Background: an optimization exercise with open tools, aiming at a short achievable clock period and few clock cycles. Do not read the settings as production practice.
Function was checked by simulation only, so behaviour that the tests miss may differ from the original.
The flow treats the clock pin as an ideal source. Dropping or thinning the clock tree relies on that and would not hold on a real chip.
Power figures rest on the tool's default switching activity, not on a simulated workload.

## job 9281
==> flow/design.v (excerpt) <==
module zoom_coproc(
    input             clk,
    input             rst,
    input      [2:0]  INSTRUCTION,
    input      [7:0]  DATA_IN,
    input      [16:0] MEM_ADDR,
    input             SEL_MEM,
    input             ENABLE,
    output reg [7:0]  DATA_OUT,
    output reg        FLAG_DONE,
    output reg        FLAG_ERROR,
    output            FLAG_ZOOM_MAX,
    output            FLAG_ZOOM_MIN,
    output     [16:0] mem1_rdaddr,
    input      [7:0]  mem1_q,
    output     [16:0] mem1_wraddr,
    output     [7:0]  mem1_wdata,
    output            mem1_wren,
    output     [16:0] mem2_wraddr,
    output     [7:0]  mem2_wdata,
    output            mem2_wren,
    output     [16:0] mem3_rdaddr,
    input      [7:0]  mem3_q,
    output     [16:0] mem3_wraddr,
    output     [7:0]  mem3_wdata,
    output            mem3_wren
);
Size in the first run: roughly 1,700 cells after synthesis, about 560 flip-flops, ~0.019 mm^2 of cells after synthesis.
Settings: LEC_CHECK=0, ABC_CLOCK_PERIOD_IN_PS=1800, CAP_MARGIN=20, CORE_MARGIN=2, CORE_UTILIZATION=55, SETUP_SLACK_MARGIN=4.2, SLEW_MARGIN=20, TNS_END_PERCENT=100; clock period 6.0 ns.
standard.sh (not shown) runs the stock make flow with config.mk's settings and CLKGATE_MAP_FILE= SYNTH_SCRIPT=/design/flow/synth_recipe.tcl, a recipe that flattens the netlist after the stock synthesis.
==> flow/flow/run.sh <==
#!/bin/bash
# Own layout flow: the standard flow (standard.sh), except that the clock
# tree is built by flow/mcts.tcl instead of TritonCTS: the clock port drives 4
# clkbuf_16, each drives a group of leaf clkbuf_8, each leaf a compact,
# balanced cluster of at most 18 flip-flops (two buffer levels, small skew).
# The rest of the CTS step (placement legalisation, timing repair) is ORFS's.
# Each step's full output goes to its own log file in this folder.
set -euo pipefail
W=$(pwd)
bash standard.sh synth > log_1_synth.txt 2>&1
bash standard.sh floorplan place > log_2_floorplan_place.txt 2>&1
rm -rf "$W/scripts_mcts"
cp -r "$FLOW_HOME/scripts" "$W/scripts_mcts"
python3 - "$W" > log_3_patch.txt 2>&1 <<'PY'
import sys
w = sys.argv[1]
p = w + '/scripts_mcts/cts.tcl'
s = open(p).read()
old = 'log_cmd clock_tree_synthesis {*}$cts_args'
assert old in s
s = s.replace(old, 'source %s/flow/mcts.tcl\n'
                   'mcts_build clk 18 4 sky130_fd_sc_hd__clkbuf_16 sky130_fd_sc_hd__clkbuf_8\n'
                   'global_connect\n'
                   'set_propagated_clock [all_clocks]' % w)
open(p, 'w').write(s)
print('patched', p)
PY
SCRIPTS_DIR="$W/scripts_mcts" bash standard.sh cts > log_4_cts.txt 2>&1
bash standard.sh finish > log_5_finish.txt 2>&1
==> flow/flow/mcts.tcl <==
# Manual two-level clock tree: the clock port drives NL1 first-level
# clkbuf_16 buffers, each drives a group of leaf buffers, each leaf
# drives a compact cluster of flip-flop clock pins. Clusters are made by
# recursive median bisection of the sink positions, so they are balanced.

proc mcts_split {pts maxn} {
  # pts: list of {x y item}; returns list of clusters (lists of pts)
  if {[llength $pts] <= $maxn} { return [list $pts] }
  set xs {}; set ys {}
  foreach p $pts { lappend xs [lindex $p 0]; lappend ys [lindex $p 1] }
  set xr [expr {[tcl::mathfunc::max {*}$xs] - [tcl::mathfunc::min {*}$xs]}]
  set yr [expr {[tcl::mathfunc::max {*}$ys] - [tcl::mathfunc::min {*}$ys]}]
  set idx [expr {$xr >= $yr ? 0 : 1}]
  set s [lsort -real -index $idx $pts]
  set h [expr {[llength $s] / 2}]
  return [concat [mcts_split [lrange $s 0 [expr {$h - 1}]] $maxn] [mcts_split [lrange $s $h end] $maxn]]
}

proc mcts_split_n {pts n} {
  # split pts into n (power of two) balanced groups
  if {$n <= 1} { return [list $pts] }
  set xs {}; set ys {}
  foreach p $pts { lappend xs [lindex $p 0]; lappend ys [lindex $p 1] }
  set xr [expr {[tcl::mathfunc::max {*}$xs] - [tcl::mathfunc::min {*}$xs]}]
  set yr [expr {[tcl::mathfunc::max {*}$ys] - [tcl::mathfunc::min {*}$ys]}]
  set idx [expr {$xr >= $yr ? 0 : 1}]
  set s [lsort -real -index $idx $pts]
  set h [expr {[llength $s] / 2}]
  set m [expr {$n / 2}]
  return [concat [mcts_split_n [lrange $s 0 [expr {$h - 1}]] $m] [mcts_split_n [lrange $s $h end] $m]]
}

proc mcts_centroid {pts} {
  set sx 0.0; set sy 0.0
  foreach p $pts { set sx [expr {$sx + [lindex $p 0]}]; set sy [expr {$sy + [lindex $p 1]}] }
  set n [llength $pts]
  return [list [expr {int($sx / $n)}] [expr {int($sy / $n)}]]
}

proc mcts_build {clkport leafmax nl1 bufname {leafbuf ""}} {
  set db [ord::get_db]
  set block [ord::get_db_block]
  set master [$db findMaster $bufname]
  if {$leafbuf eq ""} { set leafbuf $bufname }
  set lmaster [$db findMaster $leafbuf]
  set bt [$block findBTerm $clkport]
  set clknet [$bt getNet]
  set pts {}
  foreach it [$clknet getITerms] {
    set inst [$it getInst]
    set bb [$inst getBBox]
    set x [expr {([$bb xMin] + [$bb xMax]) / 2}]
    set y [expr {([$bb yMin] + [$bb yMax]) / 2}]
    lappend pts [list $x $y $it]
  }
  set clusters [mcts_split $pts $leafmax]
  # round the number of leaves to a multiple of nl1 by grouping
  set leaves {}
  set li 0
  foreach c $clusters {
    set cen [mcts_centroid $c]
    set name "mcts_leaf_$li"
    set inst [odb::dbInst_create $block $lmaster $name]
    $inst setLocation [lindex $cen 0] [lindex $cen 1]
    $inst setPlacementStatus PLACED
    set net [odb::dbNet_create $block "mcts_leafnet_$li"]
    $net setSigType CLOCK
    [$inst findITerm X] connect $net
    foreach p $c {
      set it [lindex $p 2]
      $it disconnect
      $it connect $net
    }
    lappend leaves [list [lindex $cen 0] [lindex $cen 1] $inst]
    incr li
  }
  set groups [mcts_split_n $leaves $nl1]
  set gi 0
  foreach g $groups {
    set cen [mcts_centroid $g]
    set name "mcts_l1_$gi"
    set inst [odb::dbInst_create $block $master $name]
    $inst setLocation [lindex $cen 0] [lindex $cen 1]
    $inst setPlacementStatus PLACED
    set net [odb::dbNet_create $block "mcts_l1net_$gi"]
    $net setSigType CLOCK
    [$inst findITerm X] connect $net
    [$inst findITerm A] connect $clknet
    foreach p $g {
      [[lindex $p 2] findITerm A] connect $net
    }
    incr gi
  }
  $clknet setSigType CLOCK
  puts "MCTS leaves [llength $leaves] l1 [llength $groups] sinks [llength $pts]"
}
Testbench counts of job 9281, summed over its fixed seeds: cycles 6,516,036.
Inputs modified between job 9281 and job 7330:
--- a/flow/flow/run.sh
+++ b/flow/flow/run.sh
@@ -4,4 +4,5 @@
 # clkbuf_16, each drives a group of leaf clkbuf_8, each leaf a compact,
 # balanced cluster of at most 18 flip-flops (two buffer levels, small skew).
+# Output-port buffers become buf_8 and the flip-flops driving them dfxtp_4.
 # The rest of the CTS step (placement legalisation, timing repair) is ORFS's.
 # Each step's full output goes to its own log file in this folder.
@@ -21,4 +22,5 @@
 s = s.replace(old, 'source %s/flow/mcts.tcl\n'
                    'mcts_build clk 18 4 sky130_fd_sc_hd__clkbuf_16 sky130_fd_sc_hd__clkbuf_8\n'
+                   'mcts_upsize_outputs sky130_fd_sc_hd__buf_8\n'
                    'global_connect\n'
                    'set_propagated_clock [all_clocks]' % w)
--- a/flow/flow/mcts.tcl
+++ b/flow/flow/mcts.tcl
@@ -95,2 +95,26 @@
   puts "MCTS leaves [llength $leaves] l1 [llength $groups] sinks [llength $pts]"
 }
+
+# Upsize each output port's buffer and the flip-flop that drives it: the
+# paths to the outputs are the slowest in the design.
+proc mcts_upsize_outputs {bufcell} {
+  set n 0
+  foreach port [get_ports -quiet *] {
+    if {[get_property $port direction] ne "output"} { continue }
+    foreach drv [get_pins -quiet -of_objects [get_nets -of_objects $port] -filter "direction == output"] {
+      set buf [get_cells -of_objects $drv]
+      if {![string match "sky130_fd_sc_hd__buf_*" [get_property $buf ref_name]]} { continue }
+      replace_cell $buf $bufcell
+      incr n
+      set in [get_pins -of_objects $buf -filter "direction == input"]
+      foreach fdrv [get_pins -quiet -of_objects [get_nets -of_objects $in] -filter "direction == output"] {
+        set ff [get_cells -of_objects $fdrv]
+        set ref [get_property $ff ref_name]
+        if {[regexp {^sky130_fd_sc_hd__dfxtp_[0-9]+$} $ref]} {
+          replace_cell $ff sky130_fd_sc_hd__dfxtp_4
+        }
+      }
+    }
+  }
+  puts "MCTS upsized $n output buffers"
+}
[summary]
Job 7330 | ERROR | clock tree synthesis. From job 9281 to job 7330, arithmetic-cell share of the synthesized area counting full adders, half adders and majority gates did not move at all. Job 9281 → job 7330: area after detailed placement held, part of the Yosys area used for sequential elements held, net count after synthesis held, compound-gate portion of the synthesized area held. Estimated wirelength of the detail-placed design: job 7330 vs job 9281 identical.
In job 9281 the design's own scripts or RTL, not TritonCTS, make the clock network.

* * *

Setup of run 1:
zoom_coproc, a different RTL version from the one above (not shown whole).
For scale: roughly 21000 um2 of cells after synthesis.
==> flow/design.v (excerpt) <==
module zoom_coproc(
    input             clk,
    input             rst,
    input      [2:0]  INSTRUCTION,
    input      [7:0]  DATA_IN,
    input      [16:0] MEM_ADDR,
    input             SEL_MEM,
    input             ENABLE,
    output reg [7:0]  DATA_OUT,
    output reg        FLAG_DONE,
    output reg        FLAG_ERROR,
    output            FLAG_ZOOM_MAX,
    output            FLAG_ZOOM_MIN,
    output     [16:0] mem1_rdaddr,
    input      [7:0]  mem1_q,
    output     [16:0] mem1_wraddr,
    output     [7:0]  mem1_wdata,
    output            mem1_wren,
    output     [16:0] mem2_wraddr,
    output     [7:0]  mem2_wdata,
    output            mem2_wren,
    output     [16:0] mem3_rdaddr,
    input      [7:0]  mem3_q,
    output     [16:0] mem3_wraddr,
    output     [7:0]  mem3_wdata,
    output            mem3_wren
);
export LEC_CHECK = 0
export CAP_MARGIN = 20
export CORE_MARGIN = 2
export CORE_UTILIZATION = 40
export SLEW_MARGIN = 20
create_clock -name core_clock -period 6.0 [get_ports {clk}]
run.sh (not shown) runs the stock make flow with config.mk's settings and CLKGATE_MAP_FILE= SYNTH_SCRIPT=/design/flow/synth_recipe.tcl, a recipe that flattens the netlist after the stock synthesis.
Stock flow here: none of the scripts above is used.
Testbench counts of run 1, summed over its fixed seeds: cycles 6,516,036.
The following lists how run 2 was set up differently from run 1:
- ABC_CLOCK_PERIOD_IN_PS now 2000, previously not set
- SETUP_SLACK_MARGIN now 3.8, previously not set
- TNS_END_PERCENT now 100, previously not set
- CTS_CLUSTER_DIAMETER now 100, previously not set
- CTS_BUF_LIST now sky130_fd_sc_hd__clkbuf_16, previously not set
- CTS_CLUSTER_SIZE now 30, previously not set
Results
Run 1 has a lower total of plain and repair buffers excluding clock buffers than run 2.
Going from run 1 to run 2, total of fill cells in the finished design up about 1.3%, critical path depth lost 4.
## Diff of input files: run 3 against run 2
- removing CTS_CLUSTER_SIZE (formerly 30)
- removing CTS_BUF_LIST (formerly sky130_fd_sc_hd__clkbuf_16)
- removing CTS_CLUSTER_DIAMETER (formerly 100)
Summary of run 3 over run 2: clock share of power rose by 15 points; final core utilization rose by 1.9 points; power rose by about 26%; via count rose by 2.1%.
Run 3 did not stop at any stage, and its layout met the timing, DRC and antenna checks.
Ratio of cells with drive above 1 in the final layout was higher in the run labelled run 3.
Re number of buffers inserted by hold repair at cts: no difference whatsoever between run 2 and run 3.
Delta (run 3 minus run 2): worst-case setup slack after placement shows no meaningful change; wire length of the first global-routing pass picked up an extra about 1.8%.
Ratio of routed vias to standard cells of run 3 is on par with run 2.

-- separate check: timing with driven ports --
No port has a modelled driver above. Below, the same layouts with a new extraction and two added sets of constraints. Step 1, drivers: a clkbuf_16 drives clk and a buf_2 each remaining input, both assumed. Step 2 adds t to the input delays and takes it off the output delays; t is the mean of the earliest and latest rising clock arrival at the registers after step 1. Input paths then give back, and output paths get back, about the clock's delay inside the block. Slacks: ideal ports / drivers / drivers and shift; pairs: ideal ports / drivers.
run	t, ns	setup slack, ns	cell pins on the clock port's net
job 9281	0.442	3.998 / 3.892 / 3.767	4
run 1	0.634	2.704 / 2.704 / 2.265	1
run 2	0.605	3.684 / 3.630 / 3.256	1
run 3	0.639	3.745 / 3.691 / 3.230	1
After both steps setup and hold are still met in every run listed. For run 3, which loses most, drivers alone change the setup slack by -0.054 ns; drivers and shift together by -0.515 ns.
